What follows belongs to an exercise in optimizing a design on an open flow for small area; a production flow would make more cautious choices. In this exercise RTL edits were held to simulation tests only and were not proved equivalent to the original. In runs 3 to 6 the design's own scripts or RTL, not TritonCTS, make the clock network. The clock port is modelled as an ideal driver, which makes a skipped or thinned clock tree look cheaper than it is; a real chip needs a root buffer or a tree. Power is estimated from default activity; no workload was simulated.

--- flow/config.mk ---
export PLATFORM = sky130hd
export DESIGN_NAME = ExceptionHandler
export DESIGN_NICKNAME = ExceptionHandler
export VERILOG_FILES = /design/flow/design.v
export SDC_FILE = /design/flow/constraint.sdc
export NUM_CORES = 4
export LEC_CHECK = 0
export ABC_AREA = 1
export CAP_MARGIN = 20
export CORE_MARGIN = 2
export CORE_UTILIZATION = 40
export SLEW_MARGIN = 20
--- flow/constraint.sdc ---
create_clock -name core_clock -period 10.0 [get_ports {clk}]
set_input_delay 2.0000 -clock core_clock [delete_from_list [all_inputs] [get_ports {clk}]]
set_output_delay 2.0000 -clock core_clock [all_outputs]
set_load 0.01 [all_outputs]
--- flow/design.v ---
module CSRFile (
    input             clk,
    input             live,
    input      [31:0] wdata,
    input             ms_w, ms_s, ms_c,    
    input             ie_w, ie_s, ie_c,    
    input             ip_w, ip_s, ip_c,    
    input             tv_w,                
    input             ep_w,                
    input             ca_w,                
    input             ca_trap,             
    input      [31:0] trap_cause,
    input             ep_trap,             
    input      [31:0] trap_pc,
    input             ms_enter,            
    input             ms_exit,             
    output reg [31:0] mstatus,
    output reg [31:0] mie,
    output reg [31:0] mtvec,
    output reg [31:0] mepc,
    output reg [31:0] mcause,
    output reg [31:0] mip
);
    wire ms_set = ms_w | ms_s, ms_keep = ~ms_w & live;
    wire ie_set = ie_w | ie_s, ie_keep = ~ie_w & live;
    wire ip_set = ip_w | ip_s, ip_keep = ~ip_w & live;
    wire tv_keep = ~tv_w & live;
    wire ep_keep = ~(ep_w | ep_trap) & live;
    wire ca_keep = ~(ca_w | ca_trap) & live;
    wire [31:0] ms_next = (wdata & {32{ms_set}}) | (mstatus & {32{ms_keep}} & ~(wdata & {32{ms_c}}));
    always @(posedge clk) begin
        mstatus <= {ms_next[31:8],
                    ms_enter ? mstatus[3] : (ms_exit | ms_next[7]),
                    ms_next[6:4],
                    ~ms_enter & (ms_exit ? mstatus[7] : ms_next[3]),
                    ms_next[2:0]};
        mie    <= (wdata & {32{ie_set}}) | (mie & {32{ie_keep}} & ~(wdata & {32{ie_c}}));
        mip    <= (wdata & {32{ip_set}}) | (mip & {32{ip_keep}} & ~(wdata & {32{ip_c}}));
        mtvec  <= (wdata & {32{tv_w}}) | (mtvec & {32{tv_keep}});
        mepc   <= (trap_pc & {32{ep_trap}}) | (wdata & {32{ep_w}}) | (mepc & {32{ep_keep}});
        mcause <= (trap_cause & {32{ca_trap}}) | (wdata & {32{ca_w}}) | (mcause & {32{ca_keep}});
    end
endmodule
module ExceptionHandler (
    input  wire        clk,
    input  wire        rst,
    input  wire        exception,
    input  wire        mret,
    input  wire [31:0] mcause_in,
    input  wire [31:0] pc_actual,
    input  wire        csr_op_valid,
    input  wire [2:0]  csr_op_type,       
    input  wire [11:0] csr_op_addr,
    input  wire [31:0] csr_op_wdata,
    output wire [31:0] csr_op_rdata,
    output wire        csr_op_done,
    output wire [31:0] mtvec_vect_out,
    output wire [31:0] mepc_out,
    output wire        exception_handling_flag
);
    localparam IDLE = 3'd0, CSR = 3'd1, P0 = 3'd2, P1 = 3'd3,
               P2 = 3'd4, H1 = 3'd5, H2 = 3'd6, RST = 3'd7;
    reg [2:0] st;
    reg [2:0] rd;
    reg       live;
    wire s_csr = (st == CSR);
    wire a_ms = (csr_op_addr == 12'h300);
    wire a_ie = (csr_op_addr == 12'h304);
    wire a_tv = (csr_op_addr == 12'h305);
    wire a_ep = (csr_op_addr == 12'h341);
    wire a_ca = (csr_op_addr == 12'h342);
    wire a_ip = (csr_op_addr == 12'h344);
    wire t_r = s_csr & (csr_op_type == 3'd0);
    wire t_w = s_csr & (csr_op_type == 3'd1);
    wire t_s = s_csr & (csr_op_type == 3'd2);
    wire t_c = s_csr & (csr_op_type == 3'd3);
    wire [31:0] mstatus, mie, mtvec, mepc, mcause, mip;
    CSRFile u_csrfile (
        .clk(clk), .live(live),
        .wdata(csr_op_wdata),
        .ms_w(t_w & a_ms), .ms_s(t_s & a_ms), .ms_c(t_c & a_ms),
        .ie_w(t_w & a_ie), .ie_s(t_s & a_ie), .ie_c(t_c & a_ie),
        .ip_w(t_w & a_ip), .ip_s(t_s & a_ip), .ip_c(t_c & a_ip),
        .tv_w(t_w & a_tv), .ep_w(t_w & a_ep), .ca_w(t_w & a_ca),
        .ca_trap(st == P0), .trap_cause(mcause_in),
        .ep_trap(st == P1), .trap_pc(pc_actual),
        .ms_enter(st == P2), .ms_exit(st == RST),
        .mstatus(mstatus), .mie(mie), .mtvec(mtvec), .mepc(mepc),
        .mcause(mcause), .mip(mip));
    always @(posedge clk or negedge rst) begin
        if (!rst) begin
            st <= IDLE;
            rd <= 3'd0;
            live <= 1'b0;
        end else begin
            live <= 1'b1;
            case (st)
                IDLE:    st <= exception ? P0 : csr_op_valid ? CSR : IDLE;
                P0:      st <= P1;
                P1:      st <= P2;
                P2:      st <= H1;
                H1, H2:  st <= mret ? RST : H2;
                default: st <= IDLE;
            endcase
            if (!s_csr)          rd <= 3'd0;
            else if (!t_r)       rd <= 3'd1;
            else if (a_ms)       rd <= 3'd2;
            else if (a_ie)       rd <= 3'd3;
            else if (a_tv)       rd <= 3'd4;
            else if (a_ep)       rd <= 3'd5;
            else if (a_ca)       rd <= 3'd6;
            else if (a_ip)       rd <= 3'd7;
            else                 rd <= 3'd1;
        end
    end
    assign csr_op_done = (rd != 3'd0);
    assign csr_op_rdata = ({32{rd == 3'd2}} & mstatus)
                        | ({32{rd == 3'd3}} & mie)
                        | ({32{rd == 3'd4}} & mtvec)
                        | ({32{rd == 3'd5}} & mepc)
                        | ({32{rd == 3'd6}} & mcause)
                        | ({32{rd == 3'd7}} & mip);
    wire [14:0] pa = mtvec[16:2];
    wire [14:0] pb = mcause_in[14:0] & {15{mtvec[0]}};
    wire [15:0] pc;
    assign pc[0] = 1'b0;
    genvar i;
    generate for (i = 0; i < 15; i = i + 1) begin : g_pre
        assign pc[i+1] = (pa[i] & pb[i]) | (pc[i] & (pa[i] | pb[i]));
    end endgenerate
    reg c15;
    always @(posedge clk) c15 <= pc[15];
    wire [29:0] va = mtvec[31:2];
    wire [29:0] vb = mcause[29:0] & {30{mtvec[0]}};
    wire [30:0] vc;
    assign vc[0] = 1'b0;
    generate for (i = 0; i < 30; i = i + 1) begin : g_add
        if (i == 15) begin : g_mid
            assign vc[i+1] = (va[i] & vb[i]) | (c15 & (va[i] ^ vb[i]));
        end else begin : g_bit
            assign vc[i+1] = (va[i] & vb[i]) | (vc[i] & (va[i] ^ vb[i]));
        end
    end endgenerate
    wire [29:0] vec = va ^ vb ^ {vc[29:16], c15, vc[14:0]};
    assign mtvec_vect_out = {vec & {30{st == P1}}, 2'b00};
    assign mepc_out = mepc & {32{st == P2}};
    assign exception_handling_flag = (st == H2) | (st == RST);
endmodule
--- flow/flow/run.sh ---
#!/bin/bash
# Own layout flow: the standard ORFS flow with three changes:
#  - synthesis is the standard flow's own script (synth_recipe.tcl) with a different ABC
#    script for the combinational logic (area.abc), run with several seeds,
#    keeping the smallest mapping (synth.tcl); registers are untouched;
#  - port buffers use the smallest buffer cell;
#  - clock tree with its own clustering and buffer choice, no dummy loads.
# Each tool's output goes to a log in the work folder.
set -euo pipefail
W=$PWD
F=$W/flow
export MY_ABC_SCRIPT=$F/area.abc
export MY_ABC_SEEDS="1 2 3 4 5 6 7 8 9 10"
RES=$W/orfs/results/sky130hd/ExceptionHandler/base
MK=(make -C "$FLOW_HOME" DESIGN_CONFIG="$W/config.mk" WORK_HOME="$W/orfs" CLKGATE_MAP_FILE=
    SYNTH_SCRIPT="$F/synth.tcl")

"${MK[@]}" synth > "$W/flow_synth.log" 2>&1

"${MK[@]}" "BUFFER_PORTS_ARGS=-buffer_cell sky130_fd_sc_hd__buf_1" \
    "CTS_ARGS=$(cat "$F/cts_args.txt")" finish > "$W/flow_layout.log" 2>&1

: # left out here: write the final layout as DEF
--- flow/flow/area.abc ---
strash
&get -n
&deepsyn -T 30 -S @SEED@
&put
dch -f
amap
topo
--- flow/flow/cts_args.txt ---
-sink_clustering_enable -repair_clock_nets -sink_clustering_size 25 -sink_clustering_max_diameter 80 -buf_list sky130_fd_sc_hd__clkbuf_16 -dont_use_dummy_load
--- flow/flow/synth.tcl ---
# The standard flow's synthesis script, with ABC run on the script in MY_ABC_SCRIPT
# instead of ORFS's.  ABC maps only the combinational logic; the registers are
# as the standard synthesis makes them.  The script's @SEED@ is replaced by
# each seed in MY_ABC_SEEDS in turn, and the mapping with the smallest cell
# area is kept.
proc abc {args} {
  set i [lsearch -exact $args -script]
  set lib [lindex $args [expr {[lsearch -exact $args -liberty] + 1}]]
  set fh [open $::env(MY_ABC_SCRIPT) r]
  set text [read $fh]
  close $fh
  yosys design -save my_pre_abc
  set best_area 1e30
  set best_seed ""
  foreach seed $::env(MY_ABC_SEEDS) {
    yosys design -load my_pre_abc
    set script $::env(OBJECTS_DIR)/abc_seed_$seed.script
    set fh [open $script w]
    puts -nonewline $fh [string map [list @SEED@ $seed] $text]
    close $fh
    lset args [expr {$i + 1}] $script
    yosys abc {*}$args
    set report [tee -q -s result.string stat -liberty $lib]
    regexp {Chip area for module [^:]*: ([0-9.]+)} $report -> area
    puts "ABC seed $seed: cell area $area"
    if { $area < $best_area } {
      set best_area $area
      set best_seed $seed
      yosys design -save my_best_abc
    }
  }
  puts "ABC: keeping seed $best_seed, cell area $best_area"
  yosys design -load my_best_abc
}
source [file join [file dirname [file dirname [file normalize [info script]]]] synth_recipe.tcl]
--- flow/standard.sh ---
#!/bin/bash
# synth_recipe.tcl (not shown) runs the flow's synth.tcl, then flattens the netlist and writes it again
# the make line also repeats each setting of config.mk as NAME=value (left out here)
make -C /OpenROAD-flow-scripts/flow DESIGN_CONFIG=/design/flow/config.mk WORK_HOME=/design/flow/orfs CLKGATE_MAP_FILE= SYNTH_SCRIPT=/design/flow/synth_recipe.tcl "${@:-finish}"
==> run notes, run 1 <==
----------------------------------------------------
[Detailed routing]
  Post-route DRC ... 0
  Routed wire length ... between 30 and 40 mm
  Number of iterations in the first detailed-routing pass ... 9
  Vias per Instance ... 6.16
  Via total after detailed routing ... 9662
  Antenna-violating nets left ... 0
  WL/cell ... around 23 um
  Number of DRC violations after detailed-routing iteration 0 ... 1337

[Finish]
  Filler instances ... 2200
  Antenna diode count ... 0
  Share of post-route cells with drive strength above 1 ... 3.88%
  Nets ... 1435
  Area Overhead vs Synth ... 19.6%
  Number of non-filler instances in the completed layout ... between 1500 and 2000

[Flow run]
  Max-cap violations ... 0

[Clock network]
  Number of cells upsized or downsized after cts ... 0
  CTS tree ... done
  Clk Latency, worst-skew pair ... 440 ps
  CTS buffer count ... 17
  H-tree Lvls ... 4
  Hold buffer count at cts ... 0
  CTS Root Buffer Type ... clkbuf_16
  Number of setup buffers added after CTS ... 0
  Number of clock sinks seen by CTS ... 200
  Clock-pin slew on the worst setup and hold paths ... approximately 60 ps
  Clk buf depth ... 2

[Place]
  Cell Count Post-Placement ... approximately 1600
  Weighted congestion reported at the end of routability-driven placement ... 0.864
  Estimated wirelength of the detail-placed design ... 22.8 mm
  Count of buffers from port buffering ... 211

[STA]
  Worst Max-Slew Pin Slew ... 1060 ps
  Final hold viol count ... 0
  Unrepaired setup endpoints after global routing ... no
  Slew HR ... 29.0%
  Setup Skew ... 30.2 ps
  Highest achievable clock rate ... approximately 110 MHz
  Shortest clock period the worst path allows after layout ... 9520 ps
  Period utilization ... between 90% and 100%
  Setup Total Neg Slack ... 0 ps
  Total of endpoints with negative setup slack in the final report ... 0
  Final Max Slew Viols ... 0

[Power]
  Clock network fraction of total power ... 26.1%
  Sw power ... 0.000769 W
  Pwr/cell area ... 203 nW/um^2
  Register share of total power ... between 40% and 50%
  Static Leakage ... 3.50 nW
  Combinational power share ... between 20% and 30%
  Max IR drop VDD ... approximately 110 uV
  Internal power summed over all cells ... between 0.001 and 0.0015 W
  Sw Share ... 35.1%

[Floorplanning]
  I/O Pins ... 214
  Core Rows ... 54
  Die Span X ... roughly 150 um
  Area enclosed by the die boundary ... 23700 sq um
  Core ar. ... 22000 sq um
  Starting Density ... about two fifths
  Vertical die dimension ... 154 um

[Critical path]
  Slowest Stage Delay on Critical Path ... roughly 470 ps
  Worst setup path end ... mtvec_vect_out[31]
  Register-to-register path setup slack ... between 6000 and 7000 ps
  Worst Path Arrival ... 7520 ps
  Worst flop-to-flop path startpoint ... st[2]
  CP required ... 8000 ps
  Timing startpoint of the critical path ... u_csrfile.mtvec[0]
  Cell-by-cell listing of the critical path ... buf_6 -> nand2_1 -> fa_1 -> fa_1 -> fa_1 -> fa_1 -> fa_1 -> fa_1 -> fa_1 -> fa_1 -> fa_1 -> fa_1 -> fa_1 -> fa_1 -> clkinv_1 -> fa_1 -> clkinv_1 -> fa_1 -> o21ai_0 -> a21oi_1 -> buf_1
  Reg-to-Reg End ... u_csrfile.mtvec[4]
  R2R depth ... 7
  Critical path startpoint category ... flip-flop
  Setup Crit Path Kind ... flip-flop to output pin
  Kind of end point of the critical path ... output pin
  Most common cell type on the critical path ... fa_1
  Cell with the biggest individual delay on the critical path ... fa_1
  Maximum fanout encountered on the critical timing path ... 29

[Synthesis]
  Mapped Avg Cell Area ... 8.63 sq um
  Share of synthesized area occupied by flip-flops and latches ... 44.8%
  Largest cells by area after synthesis ... dfxtp_1 43%, o21ai_0 11%, a222oi_1 9.0%
  Most instantiated flip-flop cell in the synthesis netlist ... dfxtp_1
  List of most frequent post-synthesis cells ... 205 x o21ai_0, 193 x dfxtp_1, 160 x clkinv_1
  Post-synth EDFFs ... 0
  Most repeated cell in the gate-level netlist after synthesis ... o21ai_0
  Async SR Flop Fraction ... 3.50%
  Post-synth cell types ... 38
  YS warnings ... 2
  Synth Register Bits ... 200
  Cell area after synthesis ... 9010 sq um
  Mapped Cells ... 1044
  Post-synth top area cell ... dfxtp_1
  Fraction of synthesized cell area taken by the top area cell type ... between 40% and 50%

[Global route]
  Initial antenna violation count ... 0
  Global-route usage over all layers ... ~30%
  Maximum number of pins on one net before global-route repair ... 35
  Global-route wire length before repair ... 54.2 mm
  Number of global-route vias before repair ... roughly 9000
  Remaining Overflow, GRT ... 0

[Min path]
  Worst min-delay path category ... flip-flop to flip-flop
  Startpoint of the worst hold path ... u_csrfile.mepc[17]

[Status]
  Outcome ... no timing/DRC/antenna violations

----------------------------------------------------
critical path, delay by kind of cell (launching register included):
family          cells  cell delay [ps]
fa+ha+maj          14             5820
buf+inv             4              560
flops               1              350
compound gates      2              230
simple gates        1              110
worst min path at each step:
stage                            to  slack, ps  cells after the start
3_5_place_dp   u_csrfile.mcause[31]        450                      2
3_3_place_gp     u_csrfile.mepc[17]        450                      2
5_1_grt        u_csrfile.mcause[31]        490                      2
4_1_cts          u_csrfile.mepc[17]        470                      2
2_1_floorplan  u_csrfile.mcause[31]        430                      2
6_report         u_csrfile.mepc[17]        470                      2
per-stage QoR:
stage | setup WS, ps | cell area, sq um | util, % | hold slack (ps) | power (W)
final | 480 | 10800 | 49.0 | 466 | 0.00219
after global routing | 52.0 | 10800 | 49.0 | 488 | 0.00229
after CTS | 359 | 10800 | 49.0 | 469 | 0.00218
after detailed placement | 859 | 10300 | 47.1 | 449 | 0.00162
after global placement | 901 | 10300 | 47.1 | 450 | 0.00162
after floorplan | 800 | 9010 | - | 426 | 0.00136
metal layers:
metal / share of wire (%) / GRT usage, % / up-vias
met5: 0 / 0 / -
met4: 1.9 / 8.99 / 0
met3: 11 / 6.03 / 58
met2: 46 / 48.4 / 583
met1: 41 / 40.4 / 4663
li1: - / - / 4358
power by group through the flow:
stage	Combinational, W	Sequential, W	Clock, W
floorplan	0.000341	0.00102	0
global route	0.000602	0.00108	0.000606
finish	0.000556	0.00106	0.000571
detailed placement	0.000548	0.00107	0
global placement	0.000543	0.00107	0
CTS	0.000549	0.00106	0.000576
layout make-up:
type / count / area [sq um] / share of cell area [%]
Multi-Input combinational cell: 683 / 4420 / 41.1
Inverter: 160 / 601 / 5.58
Tap cell: 280 / 350 / 3.25
Sequential cell: 200 / 4040 / 37.5
Timing Repair Buffer: 229 / 931 / 8.64
Clock buffer: 17 / 425 / 3.95
sequential cells by signal, indices dropped and copies added (netlist names), 3 cells and up:
| register | flops |
|---|---|
| rd | 3 |
| st | 3 |
| u_csrfile.mcause | 32 |
| u_csrfile.mepc | 32 |
| u_csrfile.mie | 32 |
| u_csrfile.mip | 32 |
| u_csrfile.mstatus | 32 |
| u_csrfile.mtvec | 32 |
logic make-up (layout without fill, tap and decap cells):
family | Yosys count | in the layout | synth area share [%]
compound gates | 400 | 400 | 29.8
simple gates | 252 | 252 | 12.3
flops | 200 | 200 | 44.8
buf+inv | 162 | 406 | 6.84
fa+ha+maj | 28 | 28 | 6.14
other cells | 2 | 3 | 0.0834
layout by cell type (no fill, tap or decap), drive strengths merged, types with 2 or more instances in the layout:
cell / instances
buf: 229
a222oi: 81
o2111ai: 4
o221ai: 8
nand3: 4
clkbuf: 17
o22ai: 52
a211oi: 4
nand4b: 2
clkinv: 160
a31oi: 3
o21ai: 205
dfxtp: 193
nand2: 60
nor3: 22
a221o: 17
nor2: 119
o21a: 4
o22a: 2
dfrtp: 7
or2: 2
o211ai: 3
a22oi: 9
nor4: 4
nor2b: 30
fa: 27
conb: 3
or3: 4
a21oi: 4
==> run 2, diff against run 1 <==
--- a/flow/design.v
+++ b/flow/design.v
@@ -12,6 +12,8 @@
     input      [31:0] trap_cause,
     input             ep_trap,             
     input      [31:0] trap_pc,
+    input             ep_scratch,          
+    input      [31:0] scratch,
     input             ms_enter,            
     input             ms_exit,             
     output reg [31:0] mstatus,
@@ -25,7 +27,7 @@
     wire ie_set = ie_w | ie_s, ie_keep = ~ie_w & live;
     wire ip_set = ip_w | ip_s, ip_keep = ~ip_w & live;
     wire tv_keep = ~tv_w & live;
-    wire ep_keep = ~(ep_w | ep_trap) & live;
+    wire ep_keep = ~(ep_w | ep_trap | ep_scratch) & live;
     wire ca_keep = ~(ca_w | ca_trap) & live;
     wire [31:0] ms_next = (wdata & {32{ms_set}}) | (mstatus & {32{ms_keep}} & ~(wdata & {32{ms_c}}));
     always @(posedge clk) begin
@@ -37,7 +39,8 @@
         mie    <= (wdata & {32{ie_set}}) | (mie & {32{ie_keep}} & ~(wdata & {32{ie_c}}));
         mip    <= (wdata & {32{ip_set}}) | (mip & {32{ip_keep}} & ~(wdata & {32{ip_c}}));
         mtvec  <= (wdata & {32{tv_w}}) | (mtvec & {32{tv_keep}});
-        mepc   <= (trap_pc & {32{ep_trap}}) | (wdata & {32{ep_w}}) | (mepc & {32{ep_keep}});
+        mepc   <= (scratch & {32{ep_scratch}}) | (trap_pc & {32{ep_trap}}) | (wdata & {32{ep_w}})
+                | (mepc & {32{ep_keep}});
         mcause <= (trap_cause & {32{ca_trap}}) | (wdata & {32{ca_w}}) | (mcause & {32{ca_keep}});
     end
 endmodule
@@ -75,6 +78,7 @@
     wire t_s = s_csr & (csr_op_type == 3'd2);
     wire t_c = s_csr & (csr_op_type == 3'd3);
     wire [31:0] mstatus, mie, mtvec, mepc, mcause, mip;
+    wire [31:0] scratch;
     CSRFile u_csrfile (
         .clk(clk), .live(live),
         .wdata(csr_op_wdata),
@@ -84,6 +88,7 @@
         .tv_w(t_w & a_tv), .ep_w(t_w & a_ep), .ca_w(t_w & a_ca),
         .ca_trap(st == P0), .trap_cause(mcause_in),
         .ep_trap(st == P1), .trap_pc(pc_actual),
+        .ep_scratch(st == P0), .scratch(scratch),
         .ms_enter(st == P2), .ms_exit(st == RST),
         .mstatus(mstatus), .mie(mie), .mtvec(mtvec), .mepc(mepc),
         .mcause(mcause), .mip(mip));
@@ -120,28 +125,24 @@
                         | ({32{rd == 3'd5}} & mepc)
                         | ({32{rd == 3'd6}} & mcause)
                         | ({32{rd == 3'd7}} & mip);
-    wire [14:0] pa = mtvec[16:2];
-    wire [14:0] pb = mcause_in[14:0] & {15{mtvec[0]}};
-    wire [15:0] pc;
-    assign pc[0] = 1'b0;
+    wire        mode = mtvec[0];
+    wire [14:0] la = mtvec[16:2];
+    wire [14:0] lb = mcause_in[14:0] & {15{mode}};
+    wire [15:0] lc;
+    assign lc[0] = 1'b0;
     genvar i;
-    generate for (i = 0; i < 15; i = i + 1) begin : g_pre
-        assign pc[i+1] = (pa[i] & pb[i]) | (pc[i] & (pa[i] | pb[i]));
+    generate for (i = 0; i < 15; i = i + 1) begin : g_lo
+        assign lc[i+1] = (la[i] & lb[i]) | (lc[i] & (la[i] ^ lb[i]));
     end endgenerate
-    reg c15;
-    always @(posedge clk) c15 <= pc[15];
-    wire [29:0] va = mtvec[31:2];
-    wire [29:0] vb = mcause[29:0] & {30{mtvec[0]}};
-    wire [30:0] vc;
-    assign vc[0] = 1'b0;
-    generate for (i = 0; i < 30; i = i + 1) begin : g_add
-        if (i == 15) begin : g_mid
-            assign vc[i+1] = (va[i] & vb[i]) | (c15 & (va[i] ^ vb[i]));
-        end else begin : g_bit
-            assign vc[i+1] = (va[i] & vb[i]) | (vc[i] & (va[i] ^ vb[i]));
-        end
+    assign scratch = {15'd0, la ^ lb ^ lc[14:0], 1'b0, lc[15]};
+    wire [14:0] ha = mtvec[31:17];
+    wire [14:0] hb = mcause[29:15] & {15{mode}};
+    wire [15:0] hc;
+    assign hc[0] = mepc[0];
+    generate for (i = 0; i < 15; i = i + 1) begin : g_hi
+        assign hc[i+1] = (ha[i] & hb[i]) | (hc[i] & (ha[i] ^ hb[i]));
     end endgenerate
-    wire [29:0] vec = va ^ vb ^ {vc[29:16], c15, vc[14:0]};
+    wire [29:0] vec = {ha ^ hb ^ hc[14:0], mepc[16:2]};
     assign mtvec_vect_out = {vec & {30{st == P1}}, 2'b00};
     assign mepc_out = mepc & {32{st == P2}};
     assign exception_handling_flag = (st == H2) | (st == RST);
==> run 2 against run 1 <==
Effect of this change:
- die area decreased by 1.3%
- critical path depth increased by 1
- count of clock-buffer cells in the layout unchanged
- critical endpoint unchanged
- via count decreased by 4.8%
- first-iteration DRC count decreased by 31%
- sequential power decreased by 8%
- power decreased by 8.2%
==> run notes, run 2 <==
----------------------------------------------------
[Status]
  Outcome ... no timing/DRC/antenna violations

[Clock network]
  Clock-pin slew on the worst setup and hold paths ... 70 ps
  CTS Root Buffer Type ... clkbuf_16
  Number of cells upsized or downsized after cts ... 0
  H-tree Lvls ... 4
  Clk buf depth ... 2
  Clk Latency, worst-skew pair ... 440 ps
  Number of clock sinks seen by CTS ... 199
  CTS tree ... done
  CTS buffer count ... 17
  Hold buffer count at cts ... 0
  Number of setup buffers added after CTS ... 0

[Critical path]
  Setup Crit Path Kind ... flip-flop to output pin
  Most common cell type on the critical path ... fa_1
  Cell with the biggest individual delay on the critical path ... fa_1
  Critical path startpoint category ... flip-flop
  Worst flop-to-flop path startpoint ... u_csrfile.mtvec[0]
  Kind of end point of the critical path ... output pin
  Reg-to-Reg End ... u_csrfile.mepc[16]
  Worst Path Arrival ... 7490 ps
  Register-to-register path setup slack ... roughly 2100 ps
  CP required ... 8000 ps
  R2R depth ... 22
  Total buffers and inverters traversed by the critical path ... 4
  Slowest Stage Delay on Critical Path ... 460 ps
  Maximum fanout encountered on the critical timing path ... 4
  Family of cells with the greatest summed delay on the critical path ... adder cells
  Cell-by-cell listing of the critical path ... clkinv_1 -> fa_1 -> fa_1 -> fa_1 -> fa_1 -> fa_1 -> fa_1 -> fa_1 -> fa_1 -> fa_1 -> fa_1 -> fa_1 -> fa_1 -> clkinv_1 -> fa_1 -> clkinv_1 -> fa_1 -> nor2_1 -> a21oi_1 -> o21a_1 -> nor3_1 -> buf_1

[Detailed routing]
  WL/cell ... 21.5 um
  Post-route DRC ... 0
  Number of DRC violations after detailed-routing iteration 0 ... 928
  Vias per Instance ... 5.84
  Via total after detailed routing ... 9201
  Antenna-violating nets left ... 0
  Number of iterations in the first detailed-routing pass ... 8
  Routed wire length ... approximately 34 mm

[Synthesis]
  List of most frequent post-synthesis cells ... 203 x o21ai_0, 192 x dfxtp_1, 146 x clkinv_1
  Share of synthesized area occupied by flip-flops and latches ... 45.2%
  Largest cells by area after synthesis ... dfxtp_1 43%, o21ai_0 11%, fa_1 6.3%
  Synth Register Bits ... 199
  Post-synth top area cell ... dfxtp_1
  Most repeated cell in the gate-level netlist after synthesis ... o21ai_0
  Post-synth cell types ... 34
  Mapped Cells ... between 1000 and 1500
  Mapped Avg Cell Area ... 8.49 sq um
  Fraction of synthesized cell area taken by the top area cell type ... approximately 43%
  Post-synth EDFFs ... 0
  YS warnings ... 2
  Async SR Flop Fraction ... 3.52%
  Most instantiated flip-flop cell in the synthesis netlist ... dfxtp_1
  Cell area after synthesis ... slightly below 9000 sq um

[Power]
  Pwr/cell area ... approximately 190 nW/um^2
  Max IR drop VDD ... 101 uV
  Static Leakage ... 3.33 nW

[Finish]
  Antenna diode count ... 0
  Leading cell type in the layout, fill and taps excluded ... buf_1
  Commonest cells after routing, fill and taps aside ... 211 x buf_1, 203 x o21ai_0, 192 x dfxtp_1
  Share of post-route cells with drive strength above 1 ... 3.86%
  Filler instances ... 2188
  Final Core Density ... slightly below 50%
  Area Overhead vs Synth ... 20.6%
  Nets ... between 1000 and 1500

[Min path]
  Worst min-delay path category ... flip-flop to flip-flop
  Number of cells on the worst hold path ... 2
  Startpoint of the worst hold path ... u_csrfile.mtvec[1]
  Hold-critical path endpoint ... u_csrfile.mtvec[1]

[STA]
  Final Max Slew Viols ... 0
  Period utilization ... approximately 95%
  Unrepaired setup endpoints after global routing ... no
  Total of endpoints with negative setup slack in the final report ... 0
  Final hold viol count ... 0
  Setup Skew ... 20.1 ps
  Setup Total Neg Slack ... 0 ps
  Slew HR ... between 30 and 40%
  Worst Max-Slew Pin Slew ... 1040 ps
  Shortest clock period the worst path allows after layout ... 9490 ps
  Highest achievable clock rate ... 105 MHz

[Place]
  Count of buffers from port buffering ... 211
  Weighted congestion reported at the end of routability-driven placement ... 0.809
  Estimated wirelength of the detail-placed design ... roughly 21 mm

[Global route]
  Remaining Overflow, GRT ... 0
  Number of global-route vias before repair ... 8884
  Maximum number of pins on one net before global-route repair ... 37
  Global-route usage over all layers ... between 20% and 30%
  Initial antenna violation count ... 0
  Global-route wire length before repair ... approximately 52 mm

[Flow run]
  Max-cap violations ... 0

[Floorplanning]
  Core ar. ... 21800 sq um
  Core Rows ... 54
  I/O Pins ... 214
  Vertical die dimension ... approximately 150 um
  Starting Density ... 40.7%
  Die Span X ... 153 um
  Area enclosed by the die boundary ... 23400 sq um

----------------------------------------------------
-- run 2: cell count changes in the layout (fill, tap and decap cells not counted), sizes merged, moves of 14 or more --
cell / delta
o221ai: +30
a21oi: +16
o211ai: +14
a221oi: +24
nor2b: -25
o22ai: -15
clkinv: -14
a221o: -17
nand2: +27
a222oi: -49
-- run 2: layer usage --
| metal | global-route usage, % | share of wire, % | vias to the layer above |
|---|---|---|---|
| li1 | - | - | 4306 |
| met3 | 5.64 | 9.6 | 49 |
| met5 | 0 | 0 | - |
| met2 | 45.5 | 45 | 462 |
| met1 | 39.9 | 43 | 4384 |
| met4 | 7.89 | 1.8 | 0 |
-- run 2: cells by family after synthesis --
logic type,synth area share [%]
other,0.0846
buffers and inverters,6.34
AOI/OAI and AO/OA,30.0
DFF,45.2
adders and majority gates,6.45
and+or+nand+nor,11.9
-- run 2: worst reg2reg max path, delay by kind of cell, from the launching register on --
family | cells | cell delay (ps)
adders and majority gates | 15 | 6060
buffers and inverters | 5 | 1030
DFF | 1 | 320
and+or+nand+nor | 1 | 250
AOI/OAI and AO/OA | 1 | 110
-- run 2: worst max-delay path by stage --
stage	from	end	slack [ps]	depth (start not counted)
after global routing	u_csrfile.mepc[0]	mtvec_vect_out[31]	110	22
after detailed placement	u_csrfile.mepc[0]	mtvec_vect_out[31]	890	22
after CTS	u_csrfile.mepc[0]	mtvec_vect_out[31]	440	22
final	u_csrfile.mepc[0]	mtvec_vect_out[31]	510	22
after floorplan	u_csrfile.mtvec[0]	mtvec_vect_out[31]	950	21
after global placement	u_csrfile.mepc[0]	mtvec_vect_out[31]	950	22
-- run 2: stage by stage --
step	cell area, sq um	power [W]	setup WS (ps)	cells	hold slack [ps]
4_1_cts	10700	0.00201	444	1574	476
6_report	10700	0.00201	507	1575	471
2_1_floorplan	8890	0.00124	954	1047	447
5_1_grt	10700	0.00210	112	1575	500
3_3_place_gp	10200	0.00144	953	1556	458
3_5_place_dp	10300	0.00145	893	1557	466
-- run 2: cell type report --
| class | count | area [sq um] | share of cell area, % |
|---|---|---|---|
| multi-input cells | 700 | 4380 | 40.9 |
| flip-flops and latches | 199 | 4020 | 37.5 |
| repair buffers | 233 | 990 | 9.24 |
| inverters | 146 | 548 | 5.12 |
| clock buffers | 17 | 425 | 3.97 |
| well taps | 280 | 350 | 3.27 |
-- run 2: power breakdown --
part	internal (W)	switching, W	leakage (nW)
Clock	0.000296	0.000275	0.209
Sequential	0.000905	0.0000658	1.64
Combinational	0.000138	0.000328	1.48
==> run 3, diff against run 2 <==
==> flow/flow/run.sh (replaced) <==
#!/bin/bash
# Own layout flow: the standard ORFS flow with three changes:
#  - synthesis is the standard flow's own script (synth_recipe.tcl) with a different ABC
#    script for the combinational logic (area.abc), run with several seeds,
#    keeping the smallest mapping (synth.tcl); registers are untouched;
#  - port buffers use the smallest buffer cell;
#  - a two-level clock tree of its own (cts.tcl, in place of TritonCTS).
# Each tool's output goes to a log in the work folder.
set -euo pipefail
W=$PWD
F=$W/flow
export MY_ABC_SCRIPT=$F/area.abc
export MY_ABC_SEEDS="1 2 3 4 5 6 7 8 9 10"
export MY_CTS_LEAF_BUF=sky130_fd_sc_hd__clkbuf_16 MY_CTS_ROOT_BUF=sky130_fd_sc_hd__clkbuf_16
export MY_CTS_CLOCK_PORT=clk MY_CTS_FANOUT=27
RES=$W/orfs/results/sky130hd/ExceptionHandler/base
MK=(make -C "$FLOW_HOME" DESIGN_CONFIG="$W/config.mk" WORK_HOME="$W/orfs" CLKGATE_MAP_FILE=
    SYNTH_SCRIPT="$F/synth.tcl")

"${MK[@]}" synth > "$W/flow_synth.log" 2>&1

"${MK[@]}" "BUFFER_PORTS_ARGS=-buffer_cell sky130_fd_sc_hd__buf_1" \
    "PRE_CTS_TCL=$F/cts.tcl" finish > "$W/flow_layout.log" 2>&1

: # left out here: write the final layout as DEF
==> flow/flow/cts.tcl (new file) <==
# Sourced by ORFS's CTS step (PRE_CTS_TCL): replaces clock_tree_synthesis with
# a two-level clock tree.  The flip-flops are split by recursive bisection of
# their positions into clusters of at most MY_CTS_FANOUT; each cluster gets a
# leaf buffer at its centre, and one root buffer, fed by the clock port,
# drives the leaf buffers.  All leaves see the same number of buffers and
# about the same load, so the tree is balanced.
proc my_cts_split {items parts} {
  # items: list of {iterm x y}; returns parts clusters of near-equal size,
  # cut across the longer side of the region, recursively
  if {$parts <= 1} { return [list $items] }
  set xs [lmap it $items {lindex $it 1}]
  set ys [lmap it $items {lindex $it 2}]
  set dx [expr {[tcl::mathfunc::max {*}$xs] - [tcl::mathfunc::min {*}$xs]}]
  set dy [expr {[tcl::mathfunc::max {*}$ys] - [tcl::mathfunc::min {*}$ys]}]
  set k [expr {$dx >= $dy ? 1 : 2}]
  set sorted [lsort -integer -index $k $items]
  set lo [expr {$parts / 2}]
  set cut [expr {int(round([llength $sorted] * double($lo) / $parts))}]
  return [concat [my_cts_split [lrange $sorted 0 [expr {$cut - 1}]] $lo] \
                 [my_cts_split [lrange $sorted $cut end] [expr {$parts - $lo}]]]
}

proc clock_tree_synthesis {args} {
  set block [ord::get_db_block]
  set db [ord::get_db]
  set leaf_master [$db findMaster $::env(MY_CTS_LEAF_BUF)]
  set root_master [$db findMaster $::env(MY_CTS_ROOT_BUF)]
  set clk_net [[$block findBTerm $::env(MY_CTS_CLOCK_PORT)] getNet]
  set items {}
  foreach it [$clk_net getITerms] {
    set bb [[$it getInst] getBBox]
    lappend items [list $it [expr {([$bb xMin] + [$bb xMax]) / 2}] [expr {([$bb yMin] + [$bb yMax]) / 2}]]
  }
  set parts [expr {int(ceil([llength $items] / double($::env(MY_CTS_FANOUT))))}]
  set clusters [my_cts_split $items $parts]
  set root_net [odb::dbNet_create $block clknet_root]
  $root_net setSigType CLOCK
  set sx 0; set sy 0; set n 0
  set k 0
  foreach cl $clusters {
    set cx 0; set cy 0
    foreach it $cl { set cx [expr {$cx + [lindex $it 1]}]; set cy [expr {$cy + [lindex $it 2]}] }
    set cx [expr {$cx / [llength $cl]}]; set cy [expr {$cy / [llength $cl]}]
    set net [odb::dbNet_create $block clknet_leaf_$k]
    $net setSigType CLOCK
    set buf [odb::dbInst_create $block $leaf_master clkbuf_leaf_$k]
    $buf setLocation $cx $cy
    $buf setPlacementStatus PLACED
    foreach it $cl {
      set iterm [lindex $it 0]
      $iterm disconnect
      $iterm connect $net
    }
    [$buf findITerm X] connect $net
    [$buf findITerm A] connect $root_net
    puts "clock tree: leaf $k, [llength $cl] flip-flops"
    set sx [expr {$sx + $cx}]; set sy [expr {$sy + $cy}]; incr n
    incr k
  }
  set root [odb::dbInst_create $block $root_master clkbuf_root]
  $root setLocation [expr {$sx / $n}] [expr {$sy / $n}]
  $root setPlacementStatus PLACED
  [$root findITerm A] connect $clk_net
  [$root findITerm X] connect $root_net
  puts "clock tree: 1 root buffer, $n leaf buffers"
  set_propagated_clock [all_clocks]
}
removed: flow/flow/cts_args.txt
==> run 3 against run 2 <==
Effect of this change:
- critical path depth unchanged
- clock skew shrank 7.9 ps
- sequential share of layout area grew 0.71 points
- routed wire length fell by 0.36%
- flip-flop and latch count is the same
- cell count down 0.44%
- synthesized area unchanged
- clock power shrank 27%
- critical path type unchanged
==> run notes, run 3 <==
----------------------------------------------------
[Status]
  Outcome ... no timing/DRC/antenna violations

[Global route]
  Global-route wire length before repair ... between 50 and 60 mm
  Remaining Overflow, GRT ... 0
  Global-route usage over all layers ... 27.8%
  Number of global-route vias before repair ... 8793
  Maximum number of pins on one net before global-route repair ... 37
  Initial antenna violation count ... 1

[Synthesis]
  Post-synth EDFFs ... 0
  Post-synth cell types ... 34
  Fraction of synthesized cell area taken by the top area cell type ... 43.3%
  Mapped Avg Cell Area ... about 8.5 sq um
  Async SR Flop Fraction ... 3.52%
  Share of synthesized area occupied by flip-flops and latches ... 45.2%
  Mapped Cells ... 1046
  Post-synth top area cell ... dfxtp_1
  Synth Register Bits ... 199
  Most repeated cell in the gate-level netlist after synthesis ... o21ai_0
  Cell area after synthesis ... 8880 sq um
  YS warnings ... 2
  Most instantiated flip-flop cell in the synthesis netlist ... dfxtp_1
  Largest cells by area after synthesis ... dfxtp_1 43%, o21ai_0 11%, fa_1 6.3%
  List of most frequent post-synthesis cells ... 203 x o21ai_0, 192 x dfxtp_1, 146 x clkinv_1

[Floorplanning]
  Core Rows ... 54
  I/O Pins ... 214
  Vertical die dimension ... around 150 um
  Starting Density ... around 40%
  Core ar. ... 21800 sq um
  Area enclosed by the die boundary ... 23400 sq um
  Die Span X ... roughly 150 um

[Finish]
  Area Overhead vs Synth ... 18.4%
  Share of post-route cells with drive strength above 1 ... 3.26%
  Number of non-filler instances in the completed layout ... 1568
  Filler instances ... 2221
  Final Core Density ... 48.2%
  Leading cell type in the layout, fill and taps excluded ... buf_1
  Nets ... 1434
  Final Instance Area ... 10500 sq um
  Commonest cells after routing, fill and taps aside ... 211 x buf_1, 203 x o21ai_0, 192 x dfxtp_1

[Power]
  Combinational power share ... 25.2%
  Total Power ... 0.00185 W
  Internal power summed over all cells ... 0.00121 W
  Static Leakage ... approximately 3.2 nW
  Pwr/cell area ... 176 nW/um^2
  Max IR drop VDD ... 105 uV
  Sw Share ... 34.8%
  Register share of total power ... 52.4%
  Sw power ... 0.000644 W
  Clock network fraction of total power ... between 20 and 25%

[Critical path]
  Critical path startpoint category ... flip-flop
  Register-to-register path setup slack ... between 2000 and 2500 ps
  Worst Path Arrival ... roughly 7500 ps
  Reg-to-Reg End ... u_csrfile.mepc[16]
  R2R depth ... 22
  Worst flop-to-flop path startpoint ... u_csrfile.mtvec[0]
  Slowest Stage Delay on Critical Path ... 460 ps
  Maximum fanout encountered on the critical timing path ... 4
  Kind of end point of the critical path ... output pin
  Cell with the biggest individual delay on the critical path ... fa_1
  Setup Crit Path Kind ... flip-flop to output pin
  Cell-by-cell listing of the critical path ... clkinv_1 -> fa_1 -> fa_1 -> fa_1 -> fa_1 -> fa_1 -> fa_1 -> fa_1 -> fa_1 -> fa_1 -> fa_1 -> fa_1 -> fa_1 -> clkinv_1 -> fa_1 -> clkinv_1 -> fa_1 -> nor2_1 -> a21oi_1 -> o21a_1 -> nor3_1 -> buf_1
  Most common cell type on the critical path ... fa_1
  CP required ... 8000 ps

[STA]
  Shortest clock period the worst path allows after layout ... 9480 ps
  Slew HR ... ~30%
  Total of endpoints with negative setup slack in the final report ... 0
  Worst Max-Slew Pin Slew ... 1040 ps
  Period utilization ... a little over nine tenths
  Final Max Slew Viols ... 0
  Setup Total Neg Slack ... 0 ps
  Unrepaired setup endpoints after global routing ... no
  Final hold viol count ... 0
  Setup Skew ... 12.2 ps
  Highest achievable clock rate ... 105 MHz

[Place]
  Estimated wirelength of the detail-placed design ... between 20 and 25 mm
  Weighted congestion reported at the end of routability-driven placement ... 0.809
  Cell Count Post-Placement ... 1557
  Count of buffers from port buffering ... 211
  Post-detailed-placement cell area ... just over 10000 sq um

[Detailed routing]
  Antenna-violating nets left ... 0
  Number of DRC violations after detailed-routing iteration 0 ... a little over 800
  Number of iterations in the first detailed-routing pass ... 7
  Vias per Instance ... 5.86
  Via total after detailed routing ... 9190
  Routed wire length ... 33.7 mm
  Post-route DRC ... 0
  WL/cell ... 21.5 um

[Min path]
  Startpoint of the worst hold path ... u_csrfile.mtvec[1]
  Worst min-delay path category ... flip-flop to flip-flop
  Hold-critical path endpoint ... u_csrfile.mtvec[1]
  Number of cells on the worst hold path ... 2

[Clock network]
  Number of setup buffers added after CTS ... 0
  Hold buffer count at cts ... 0
  Clock-pin slew on the worst setup and hold paths ... 110 ps
  Number of cells upsized or downsized after cts ... 0
  Clk Latency, worst-skew pair ... ~400 ps

[Flow run]
  Max-cap violations ... 0

----------------------------------------------------
run 3: cell counts after synthesis:
No cell type changed its count.
run 3: metal layers:
| layer | vias up | part of all wire (%) | track usage (%) |
|---|---|---|---|
| li1 | 4274 | - | - |
| met1 | 4403 | 43 | 40.0 |
| met2 | 465 | 45 | 44.9 |
| met3 | 48 | 9.5 | 3.32 |
| met4 | 0 | 2.3 | 6.70 |
| met5 | - | 0 | 0 |
run 3: cell families after synthesis:
group	count (synthesis)	synth area share [%]
other cells	2	0.0846
flops	199	45.2
simple gates	257	11.9
fa+ha+maj	29	6.45
buf+inv	148	6.34
compound gates	411	30.0
run 3: cell type report:
cell class | count | area (sq um) | area share, %
multi-input cells | 700 | 4380 | 41.6
flip-flops and latches | 199 | 4020 | 38.2
repair buffers | 233 | 990 | 9.41
inverters | 146 | 548 | 5.21
well taps | 280 | 350 | 3.33
plain buffers | 9 | 225 | 2.14
diodes | 1 | 2.50 | 0.0238
run 3: through the flow:
stage | hold WS, ps | setup WS (ps)
6_report | 478 | 521
5_1_grt | 509 | 117
4_1_cts | 480 | 458
3_5_place_dp | 466 | 893
3_3_place_gp | 458 | 953
2_1_floorplan | 447 | 954
run 3: power groups by stage:
| stage | Clock, W | Combinational, W | Sequential, W |
|---|---|---|---|
| floorplan | 0 | 0.000273 | 0.000967 |
| global placement | 0 | 0.000454 | 0.000986 |
| detailed placement | 0 | 0.000460 | 0.000987 |
| CTS | 0.000422 | 0.000463 | 0.000969 |
| global route | 0.000449 | 0.000511 | 0.000983 |
| finish | 0.000414 | 0.000466 | 0.000970 |
run 3: worst max path at each step:
stage / from / endpoint
after CTS: u_csrfile.mepc[0] / mtvec_vect_out[31]
after global routing: u_csrfile.mepc[0] / mtvec_vect_out[31]
after floorplan: u_csrfile.mtvec[0] / mtvec_vect_out[31]
final: u_csrfile.mepc[0] / mtvec_vect_out[31]
after global placement: u_csrfile.mepc[0] / mtvec_vect_out[31]
after detailed placement: u_csrfile.mepc[0] / mtvec_vect_out[31]
run 3: worst max-delay path, delay by kind of cell, from the launching register on:
kind | cells | cell delay (ps)
simple gates | 2 | 260
flops | 1 | 330
fa+ha+maj | 14 | 5850
buf+inv | 4 | 480
compound gates | 2 | 170
==> run 4, diff against run 3 <==
--- a/flow/design.v
+++ b/flow/design.v
@@ -61,10 +61,9 @@
     output wire [31:0] mepc_out,
     output wire        exception_handling_flag
 );
-    localparam IDLE = 3'd0, CSR = 3'd1, P0 = 3'd2, P1 = 3'd3,
-               P2 = 3'd4, H1 = 3'd5, H2 = 3'd6, RST = 3'd7;
-    reg [2:0] st;
-    reg [2:0] rd;
+    localparam IDLE = 4'd0, CSR = 4'd9, P0 = 4'd10, P1 = 4'd11,
+               P2 = 4'd12, H1 = 4'd13, H2 = 4'd14, RST = 4'd15;
+    reg [3:0] st;
     reg       live;
     wire s_csr = (st == CSR);
     wire a_ms = (csr_op_addr == 12'h300);
@@ -95,36 +94,29 @@
     always @(posedge clk or negedge rst) begin
         if (!rst) begin
             st <= IDLE;
-            rd <= 3'd0;
             live <= 1'b0;
         end else begin
             live <= 1'b1;
-            case (st)
-                IDLE:    st <= exception ? P0 : csr_op_valid ? CSR : IDLE;
+            if (!st[3])
+                st <= exception ? P0 : csr_op_valid ? CSR : IDLE;
+            else case (st)
+                CSR:     st <= !t_r ? 4'd1 : a_ms ? 4'd2 : a_ie ? 4'd3 : a_tv ? 4'd4 :
+                               a_ep ? 4'd5 : a_ca ? 4'd6 : a_ip ? 4'd7 : 4'd1;
                 P0:      st <= P1;
                 P1:      st <= P2;
                 P2:      st <= H1;
                 H1, H2:  st <= mret ? RST : H2;
                 default: st <= IDLE;
             endcase
-            if (!s_csr)          rd <= 3'd0;
-            else if (!t_r)       rd <= 3'd1;
-            else if (a_ms)       rd <= 3'd2;
-            else if (a_ie)       rd <= 3'd3;
-            else if (a_tv)       rd <= 3'd4;
-            else if (a_ep)       rd <= 3'd5;
-            else if (a_ca)       rd <= 3'd6;
-            else if (a_ip)       rd <= 3'd7;
-            else                 rd <= 3'd1;
         end
     end
-    assign csr_op_done = (rd != 3'd0);
-    assign csr_op_rdata = ({32{rd == 3'd2}} & mstatus)
-                        | ({32{rd == 3'd3}} & mie)
-                        | ({32{rd == 3'd4}} & mtvec)
-                        | ({32{rd == 3'd5}} & mepc)
-                        | ({32{rd == 3'd6}} & mcause)
-                        | ({32{rd == 3'd7}} & mip);
+    assign csr_op_done = ~st[3] & (st[2:0] != 3'd0);
+    assign csr_op_rdata = ({32{st == 4'd2}} & mstatus)
+                        | ({32{st == 4'd3}} & mie)
+                        | ({32{st == 4'd4}} & mtvec)
+                        | ({32{st == 4'd5}} & mepc)
+                        | ({32{st == 4'd6}} & mcause)
+                        | ({32{st == 4'd7}} & mip);
     wire        mode = mtvec[0];
     wire [14:0] la = mtvec[16:2];
     wire [14:0] lb = mcause_in[14:0] & {15{mode}};
--- a/flow/flow/run.sh
+++ b/flow/flow/run.sh
@@ -10,7 +10,7 @@
 W=$PWD
 F=$W/flow
 export MY_ABC_SCRIPT=$F/area.abc
-export MY_ABC_SEEDS="1 2 3 4 5 6 7 8 9 10"
+export MY_ABC_SEEDS="1 2 3 4 5 6 7 8 9 10 11 12 13 14 15 16"
 export MY_CTS_LEAF_BUF=sky130_fd_sc_hd__clkbuf_16 MY_CTS_ROOT_BUF=sky130_fd_sc_hd__clkbuf_16
 export MY_CTS_CLOCK_PORT=clk MY_CTS_FANOUT=27
 RES=$W/orfs/results/sky130hd/ExceptionHandler/base
==> run 4 against run 3 <==
Effect of this change:
- critical endpoint unchanged
- largest cell class unchanged
- utilization shrank 0.32 points
- highest routed layer is now met5
- still clean
- synthesized cell count shrank 0.48%
- routed wire length increased by 0.71%
==> run notes, run 4 <==
----------------------------------------------------
[Critical path]
  Worst Path Arrival ... 7500 ps
  CP required ... 8000 ps
  Kind of end point of the critical path ... output pin
  Setup Crit Path Kind ... flip-flop to output pin
  Critical path startpoint category ... flip-flop
  Maximum fanout encountered on the critical timing path ... 4
  R2R depth ... 24

[STA]
  Period utilization ... a little over nine tenths
  Setup Skew ... 9.91 ps
  Unrepaired setup endpoints after global routing ... no
  Tightest hold margin ... 470 ps
  Slew HR ... 29.5%
  Highest achievable clock rate ... 105 MHz
  Worst Max-Slew Pin Slew ... 1050 ps
  Final hold viol count ... 0
  Setup Total Neg Slack ... 0 ps
  Shortest clock period the worst path allows after layout ... 9500 ps
  Total of endpoints with negative setup slack in the final report ... 0
  Final setup margin ... 501 ps
  Final Max Slew Viols ... 0

[Min path]
  Worst min-delay path category ... flip-flop to flip-flop
  Number of cells on the worst hold path ... 2

[Detailed routing]
  Via total after detailed routing ... 9339
  Post-route DRC ... 0
  WL/cell ... 21.7 um
  Number of iterations in the first detailed-routing pass ... 6
  Antenna-violating nets left ... 0
  Vias per Instance ... 5.97
  Number of DRC violations after detailed-routing iteration 0 ... 947
  Routed wire length ... 33.9 mm

[Global route]
  Remaining Overflow, GRT ... 0
  Global-route usage over all layers ... 28.0%
  Maximum number of pins on one net before global-route repair ... 36
  Initial antenna violation count ... 1
  Number of global-route vias before repair ... approximately 9000
  Global-route wire length before repair ... roughly 52 mm

[Finish]
  Commonest cells after routing, fill and taps aside ... 211 x buf_1, 202 x o21ai_0, 192 x dfxtp_1
  Share of post-route cells with drive strength above 1 ... 3.35%
  Antenna diode count ... 0
  Area Overhead vs Synth ... 18.0%
  Leading cell type in the layout, fill and taps excluded ... buf_1
  Nets ... roughly 1400
  Final Instance Area ... between 10000 and 15000 sq um

[Clock network]
  Clock-pin slew on the worst setup and hold paths ... 100 ps
  Clk Latency, worst-skew pair ... 390 ps
  Number of cells upsized or downsized after cts ... 0
  Hold buffer count at cts ... 0
  Number of setup buffers added after CTS ... 0

[Floorplanning]
  Core Rows ... 54
  Core ar. ... 21800 sq um
  Starting Density ... 40.6%
  Die Span X ... 153 um
  I/O Pins ... 214
  Vertical die dimension ... 153 um
  Area enclosed by the die boundary ... between 20000 and 25000 sq um

[Synthesis]
  Most instantiated flip-flop cell in the synthesis netlist ... dfxtp_1
  Mapped Cells ... 1041
  Most repeated cell in the gate-level netlist after synthesis ... o21ai_0
  Fraction of synthesized cell area taken by the top area cell type ... 43.6%
  Post-synth top area cell ... dfxtp_1
  Share of synthesized area occupied by flip-flops and latches ... approximately 45%
  Synth Register Bits ... 197
  Async SR Flop Fraction ... 2.54%
  List of most frequent post-synthesis cells ... 202 x o21ai_0, 192 x dfxtp_1, 151 x clkinv_1
  Mapped Avg Cell Area ... 8.48 sq um
  YS warnings ... 2
  Post-synth cell types ... 35
  Cell area after synthesis ... 8820 sq um
  Post-synth EDFFs ... 0
  Largest cells by area after synthesis ... dfxtp_1 44%, o21ai_0 11%, clkinv_1 6.4%

[Place]
  Weighted congestion reported at the end of routability-driven placement ... 0.847
  Post-detailed-placement cell area ... 10200 sq um
  Worst Setup Slack post-DPL ... slightly above 900 ps
  Count of buffers from port buffering ... around 210
  Estimated wirelength of the detail-placed design ... just over 20 mm

[Status]
  Outcome ... no timing/DRC/antenna violations

[Flow run]
  Max-cap violations ... 0

[Power]
  Pwr/cell area ... 184 nW/um^2
  Static Leakage ... 3.19 nW
  Max IR drop VDD ... approximately 110 uV
  Total Power ... 0.00192 W

----------------------------------------------------
## run 4: metal layers
| layer | GRT usage [%] | share of wire, % | vias up |
|---|---|---|---|
| met4 | 5.38 | 1.8 | 2 |
| met2 | 44.0 | 44 | 515 |
| met1 | 40.4 | 43 | 4481 |
| met3 | 5.77 | 11 | 43 |
| li1 | - | - | 4298 |
| met5 | 0 | 0.032 | - |
## run 4: stage by stage
stage,cells,utilization [%]
detailed placement,1555,46.8
global placement,1555,46.8
floorplan,1042,-
CTS,1564,47.8
global route,1564,47.8
finish,1564,47.8
## run 4: logic make-up after synthesis
kind of cell	share of synthesized area (%)
AO/OA/AOI/OAI	30.2
adder cells (fa/ha/maj)	6.49
AND/OR/NAND/NOR	11.7
flip-flops	45.0
other	0.0851
buffers and inverters	6.59
## run 4: final timing paths
kind	startpoint	endpoint	slack, ps
setup / recovery	u_csrfile.mepc[0]	mtvec_vect_out[31]	500
min in group asynchronous	rst	st[0]	1450
setup reg to reg	u_csrfile.mtvec[0]	u_csrfile.mepc[16]	2050
hold / removal	u_csrfile.mcause[13]	u_csrfile.mcause[13]	470
hold reg to reg	u_csrfile.mcause[13]	u_csrfile.mcause[13]	470
max in group asynchronous	rst	live	8320
## run 4: worst max-delay path, cell delays in order (launching register included)
cell,delay [ps]
dfxtp_1,330
clkinv_1,170
fa_1,470
fa_1,430
fa_1,440
fa_1,430
fa_1,440
fa_1,430
fa_1,430
fa_1,430
fa_1,440
fa_1,430
fa_1,430
fa_1,400
clkinv_1,70
fa_1,160
clkinv_1,80
fa_1,430
o21ai_0,230
nor3_1,70
nor3_1,170
buf_1,200
## run 4: area by class of cell
type                            instances  area (sq um)
Buffer                                  9           225
Tap cell                              280           350
Fill cell                            2256         11300
Timing Repair Buffer                  235           972
Inverter                              151           567
Multi-Input combinational cell        692          4330
Sequential cell                       197          3970
## run 4: power by group
group	switching, W	internal [W]	leakage (nW)	total, W
registers	0.0000698	0.000892	1.61	0.000962
clock network	0.000248	0.000163	0.111	0.000411
logic	0.000397	0.000147	1.46	0.000544
total	0.000714	0.00120	3.19	0.00192
==> run 5, diff against run 4 <==
--- a/flow/flow/run.sh
+++ b/flow/flow/run.sh
@@ -10,9 +10,9 @@
 W=$PWD
 F=$W/flow
 export MY_ABC_SCRIPT=$F/area.abc
-export MY_ABC_SEEDS="1 2 3 4 5 6 7 8 9 10 11 12 13 14 15 16"
-export MY_CTS_LEAF_BUF=sky130_fd_sc_hd__clkbuf_16 MY_CTS_ROOT_BUF=sky130_fd_sc_hd__clkbuf_16
-export MY_CTS_CLOCK_PORT=clk MY_CTS_FANOUT=27
+export MY_ABC_SEEDS="1 2 3 4 5 6 7 8 9 10 11 12 13 14 15 16 17 18 19 20"
+export MY_CTS_LEAF_BUF=sky130_fd_sc_hd__clkbuf_8 MY_CTS_ROOT_BUF=sky130_fd_sc_hd__clkbuf_16
+export MY_CTS_CLOCK_PORT=clk MY_CTS_FANOUT=16
 RES=$W/orfs/results/sky130hd/ExceptionHandler/base
 MK=(make -C "$FLOW_HOME" DESIGN_CONFIG="$W/config.mk" WORK_HOME="$W/orfs" CLKGATE_MAP_FILE=
     SYNTH_SCRIPT="$F/synth.tcl")
==> run 5 against run 4 <==
Effect of this change:
- die area did not move
- cell count rose by 0.32%
- maximum frequency fell by 0.30%
- sequential power barely moved
- power fell by 1.2%
- still clean
- design area fell by 0.20%
- combinational power barely moved
- register-to-register slack improved by 40 ps
- setup slack got worse by 29 ps
- clock skew rose by 0.65 ps
- first-iteration DRC count rose by 7.1%
==> run notes, run 5 <==
----------------------------------------------------
[Status]
  Outcome ... no timing/DRC/antenna violations

[Clock network]
  Hold buffer count at cts ... 0
  Clock-pin slew on the worst setup and hold paths ... around 100 ps
  Number of cells upsized or downsized after cts ... 0
  Number of setup buffers added after CTS ... 0
  Clk Latency, worst-skew pair ... 410 ps

[Critical path]
  Register-to-register path setup slack ... ~2100 ps
  CP required ... around 8000 ps
  Reg-to-Reg End ... u_csrfile.mepc[16]
  Worst flop-to-flop path startpoint ... u_csrfile.mtvec[0]
  R2R depth ... 24
  Setup Crit Path Kind ... flip-flop to output pin
  Worst Path Arrival ... 7530 ps
  Kind of end point of the critical path ... output pin
  Maximum fanout encountered on the critical timing path ... 4
  Critical path startpoint category ... flip-flop

[Synthesis]
  Largest cells by area after synthesis ... dfxtp_1 44%, o21ai_0 11%, clkinv_1 6.4%
  Share of synthesized area occupied by flip-flops and latches ... about 45%
  Mapped Cells ... 1041
  Post-synth EDFFs ... 0
  Most repeated cell in the gate-level netlist after synthesis ... o21ai_0
  Most instantiated flip-flop cell in the synthesis netlist ... dfxtp_1
  Post-synth cell types ... 35
  Mapped Avg Cell Area ... about 8.5 sq um
  YS warnings ... 2
  Fraction of synthesized cell area taken by the top area cell type ... around 44%
  Synth Register Bits ... ~200
  Post-synth top area cell ... dfxtp_1
  Async SR Flop Fraction ... 2.54%
  List of most frequent post-synthesis cells ... 202 x o21ai_0, 192 x dfxtp_1, 151 x clkinv_1
  Cell area after synthesis ... between 8000 and 9000 sq um

[Floorplanning]
  Area enclosed by the die boundary ... 23300 sq um
  Vertical die dimension ... 153 um
  Die Span X ... between 150 and 200 um
  Starting Density ... 40.6%
  I/O Pins ... 214
  Core Rows ... 54
  Core ar. ... 21800 sq um

[Finish]
  Final Core Density ... 47.8%
  Antenna diode count ... 0
  Commonest cells after routing, fill and taps aside ... 211 x buf_1, 202 x o21ai_0, 192 x dfxtp_1
  Filler instances ... 2265
  Nets ... 1436
  Leading cell type in the layout, fill and taps excluded ... buf_1
  Share of post-route cells with drive strength above 1 ... 3.72%
  Area Overhead vs Synth ... 17.7%
  Final Instance Area ... about 10000 sq um

[STA]
  Tightest hold margin ... 472 ps
  Shortest clock period the worst path allows after layout ... about 9500 ps
  Worst Max-Slew Pin Slew ... 1060 ps
  Setup Total Neg Slack ... 0 ps
  Unrepaired setup endpoints after global routing ... no
  Final setup margin ... between 400 and 500 ps
  Final Max Slew Viols ... 0
  Highest achievable clock rate ... between 100 and 150 MHz
  Final hold viol count ... 0
  Total of endpoints with negative setup slack in the final report ... 0
  Setup Skew ... 10.6 ps
  Slew HR ... 28.7%
  Period utilization ... a little over nine tenths

[Global route]
  Global-route track usage on met2 ... roughly 45%
  Initial antenna violation count ... 1
  Global-route usage over all layers ... between 20% and 30%
  Remaining Overflow, GRT ... 0
  Global-route wire length before repair ... between 50 and 60 mm
  Busiest metal layer after global routing ... met2
  Maximum number of pins on one net before global-route repair ... 36
  GRT met1 Usage ... 40.4%
  Met3 capacity usage during global routing ... 5.94%
  Number of global-route vias before repair ... 8967

[Min path]
  Hold-critical path endpoint ... u_csrfile.mcause[13]
  Startpoint of the worst hold path ... u_csrfile.mcause[13]
  Number of cells on the worst hold path ... 2
  Worst min-delay path category ... flip-flop to flip-flop

[Detailed routing]
  Vias per Instance ... 5.96
  WL/cell ... 21.6 um
  Routed wire length ... 34.0 mm
  Via total after detailed routing ... 9345
  Antenna-violating nets left ... 0
  Post-route DRC ... 0
  Number of DRC violations after detailed-routing iteration 0 ... 1014
  Number of iterations in the first detailed-routing pass ... 6

[Flow run]
  Max-cap violations ... 0

[Power]
  Pwr/cell area ... 182 nW/um^2
  Max IR drop VDD ... 113 uV
  Static Leakage ... 3.18 nW

[Place]
  Estimated wirelength of the detail-placed design ... about 21 mm
  Weighted congestion reported at the end of routability-driven placement ... 0.847
  Worst Setup Slack post-DPL ... 908 ps
  Post-detailed-placement cell area ... 10200 sq um
  Count of buffers from port buffering ... 211

----------------------------------------------------
[run 5: cell counts after synthesis]
No cell type changed its count.
[run 5: how the worst max path moves through the flow]
| stage | start | end | slack [ps] | cells after the start |
|---|---|---|---|---|
| floorplan | u_csrfile.mtvec[0] | mtvec_vect_out[31] | 930 | 20 |
| global placement | u_csrfile.mepc[0] | mtvec_vect_out[31] | 920 | 21 |
| detailed placement | u_csrfile.mepc[0] | mtvec_vect_out[31] | 910 | 21 |
| CTS | u_csrfile.mepc[0] | mtvec_vect_out[31] | 440 | 21 |
| global route | u_csrfile.mepc[0] | mtvec_vect_out[31] | 170 | 21 |
| finish | u_csrfile.mepc[0] | mtvec_vect_out[31] | 470 | 21 |
[run 5: where the power goes]
part / internal (W) / switching [W]
logic: 0.000147 / 0.000394
registers: 0.000892 / 0.0000691
clock network: 0.000136 / 0.000257
total: 0.00118 / 0.000719
[run 5: metal layers]
metal	vias to the layer above	wire length, um
met5	-	11
met4	2	489
met3	43	3530
met2	503	15100
met1	4491	14800
li1	4306	-
[run 5: stage by stage]
stage               cells  power (W)
finish               1569    0.00189
global route         1569    0.00199
CTS                  1569    0.00189
detailed placement   1555    0.00151
global placement     1555    0.00150
floorplan            1042    0.00126
[run 5: final cells by class]
cell class / instances / area (sq um) / area share [%]
Tap cell: 280 / 350 / 3.37
Buffer: 14 / 204 / 1.96
Inverter: 151 / 567 / 5.46
Sequential cell: 197 / 3970 / 38.2
Timing Repair Buffer: 235 / 972 / 9.36
Multi-Input combinational cell: 692 / 4330 / 41.6
[run 5: kinds of logic (layout without fill, tap and decap cells)]
kind of cell	Yosys count	after routing	synth area share, %
flip-flops	197	197	45.0
adder cells (fa/ha/maj)	29	29	6.49
AND/OR/NAND/NOR	249	249	11.7
AO/OA/AOI/OAI	411	411	30.2
other	2	3	0.0851
buffers and inverters	153	400	6.59
[run 5: critical path, cell delays in order (launching register included)]
cell      delay, ps
dfxtp_1         330
clkinv_1        170
fa_1            470
fa_1            430
fa_1            440
fa_1            430
fa_1            440
fa_1            430
fa_1            430
fa_1            430
fa_1            440
fa_1            430
fa_1            430
fa_1            400
clkinv_1         70
fa_1            160
clkinv_1         80
fa_1            430
o21ai_0         230
nor3_1           70
nor3_1          170
buf_1           210
==> run 6, diff against run 5 <==
--- a/flow/flow/run.sh
+++ b/flow/flow/run.sh
@@ -10,7 +10,7 @@
 W=$PWD
 F=$W/flow
 export MY_ABC_SCRIPT=$F/area.abc
-export MY_ABC_SEEDS="1 2 3 4 5 6 7 8 9 10 11 12 13 14 15 16 17 18 19 20"
+export MY_ABC_SEEDS="1 2 3 4 5 6 7 8 9 10 11 12 13 14 15 16 17 18 19 20 21 22 23 24 25 26 27 28 29 30 31 32"
 export MY_CTS_LEAF_BUF=sky130_fd_sc_hd__clkbuf_8 MY_CTS_ROOT_BUF=sky130_fd_sc_hd__clkbuf_16
 export MY_CTS_CLOCK_PORT=clk MY_CTS_FANOUT=16
 RES=$W/orfs/results/sky130hd/ExceptionHandler/base
==> run 6 against run 5 <==
Effect of this change:
- power shrank 0.85%
- cell count down 1.1%
- synthesized area is 0.57% lower
- clock power fell by 1%
- via count fell by 2.1%
- worst hold slack improved by 6.2 ps
- register-to-register slack better by 110 ps
- critical path type unchanged
- critical endpoint unchanged
- largest cell class unchanged
- largest power group unchanged
==> run notes, run 6 <==
----------------------------------------------------
[Status]
  Outcome ... no timing/DRC/antenna violations

[Detailed routing]
  Routed wire length ... roughly 34 mm
  Vias per Instance ... 5.90
  Number of DRC violations after detailed-routing iteration 0 ... 1023
  Via total after detailed routing ... 9150
  WL/cell ... between 20 and 25 um
  Post-route DRC ... 0

[Finish]
  Final Instance Area ... 10400 sq um
  Area Overhead vs Synth ... 18.3%
  Antenna diode count ... 0

[Synthesis]
  YS warnings ... 2
  List of most frequent post-synthesis cells ... 192 x dfxtp_1, 191 x o21ai_0, 146 x clkinv_1
  Largest cells by area after synthesis ... dfxtp_1 44%, o21ai_0 11%, a222oi_1 7.0%
  Post-synth EDFFs ... 0
  Cell area after synthesis ... 8770 sq um
  Mapped Avg Cell Area ... roughly 8.6 sq um
  Async SR Flop Fraction ... 2.54%

[STA]
  Setup Skew ... 10.7 ps
  Slew HR ... 34.0%
  Highest achievable clock rate ... 108 MHz
  Period utilization ... 92.5%
  Shortest clock period the worst path allows after layout ... 9250 ps
  Final Max Slew Viols ... 0
  Final hold viol count ... 0
  Total of endpoints with negative setup slack in the final report ... 0
  Unrepaired setup endpoints after global routing ... no
  Setup Total Neg Slack ... 0 ps

[Clock network]
  Number of setup buffers added after CTS ... 0
  Clock-pin slew on the worst setup and hold paths ... 100 ps
  Clk Latency, worst-skew pair ... between 400 and 500 ps
  Number of cells upsized or downsized after cts ... 0
  Hold buffer count at cts ... 0

[Power]
  Max IR drop VDD ... 130 uV
  Pwr/cell area ... ~180 nW/um^2

[Min path]
  Worst min-delay path category ... flip-flop to flip-flop

[Critical path]
  R2R depth ... 22
  Cell with the biggest individual delay on the critical path ... fa_1
  Worst Path Arrival ... 7250 ps
  Slowest Stage Delay on Critical Path ... 480 ps
  Family of cells with the greatest summed delay on the critical path ... adder cells
  Critical path startpoint category ... flip-flop

[Place]
  Weighted congestion reported at the end of routability-driven placement ... roughly 0.82
  Estimated wirelength of the detail-placed design ... about 21 mm

[Floorplanning]
  Vertical die dimension ... 152 um
  I/O Pins ... 214

[Global route]
  Number of global-route vias before repair ... a little under 9000
  Remaining Overflow, GRT ... 0
  Initial antenna violation count ... 0

[Flow run]
  Max-cap violations ... 0

----------------------------------------------------
-- run 6: cell count changes in the layout (fill, tap and decap cells not counted), moves of 6 or more --
cell and delta:
a221oi_1 -20, a222oi_1 +22, o2111ai_1 +19, o211ai_1 -6
o21ai_0 -11, o22ai_1 -10
-- run 6: worst min path at each step --
stage / end / slack (ps) / depth (start not counted)
CTS: u_csrfile.mstatus[3] / 480 / 2
detailed placement: u_csrfile.mtvec[1] / 470 / 2
global placement: u_csrfile.mstatus[23] / 460 / 2
floorplan: u_csrfile.mtvec[1] / 450 / 2
global route: u_csrfile.mie[21] / 510 / 2
finish: u_csrfile.mtvec[1] / 480 / 2
-- run 6: area by class of cell --
type	instances	area (sq um)	area share, %
inverter	146	548	5.28
sequential	197	3970	38.2
tap	280	350	3.38
multi-input combinational	679	4330	41.7
buffer	14	204	1.96
timing repair buffer	236	983	9.47
-- run 6: cells by family after synthesis --
family	Yosys count	share of synthesized area, %
AO/OA/AOI/OAI	397	30.1
flip-flops	197	45.2
adder cells (fa/ha/maj)	29	6.53
other	2	0.0856
AND/OR/NAND/NOR	250	11.6
buffers and inverters	148	6.42
-- run 6: layer usage --
metal / share of wire, % / track usage (%) / wire length, um
met5: 0 / 0 / 0
met4: 2.6 / 6.99 / 870
met3: 8.3 / 3.02 / 2800
met2: 45 / 44.7 / 15100
met1: 44 / 39.7 / 14700
-- run 6: report_power, final --
part	switching (W)	internal, W	total [W]
sequential	0.0000707	0.000891	0.000961
clock	0.000253	0.000136	0.000389
combinational	0.000383	0.000145	0.000528
-- run 6: tightest hold or removal path: stages (launching register included) --
cell      delay, ps
dfxtp_1         330
clkinv_1         40
o22ai_1          70
-- run 6: through the flow --
stage | std cells | hold slack [ps] | power (W) | setup WS [ps] | utilization [%]
3_5_place_dp | 1538 | 466 | 0.00150 | 994 | 46.9
5_1_grt | 1552 | 507 | 0.00196 | 407 | 47.9
3_3_place_gp | 1537 | 460 | 0.00149 | 1030 | 46.9
4_1_cts | 1552 | 481 | 0.00188 | 676 | 47.9
6_report | 1552 | 479 | 0.00188 | 748 | 47.9
2_1_floorplan | 1024 | 446 | 0.00125 | 1240 | -

Setup slack of run 6, layout unchanged: 0.748 ns with ideal ports, 0.701 ns with driving cells assumed (clock clkbuf_16, inputs buf_2), 1.030 ns with port delays also shifted by the 0.448 ns mid clock arrival.
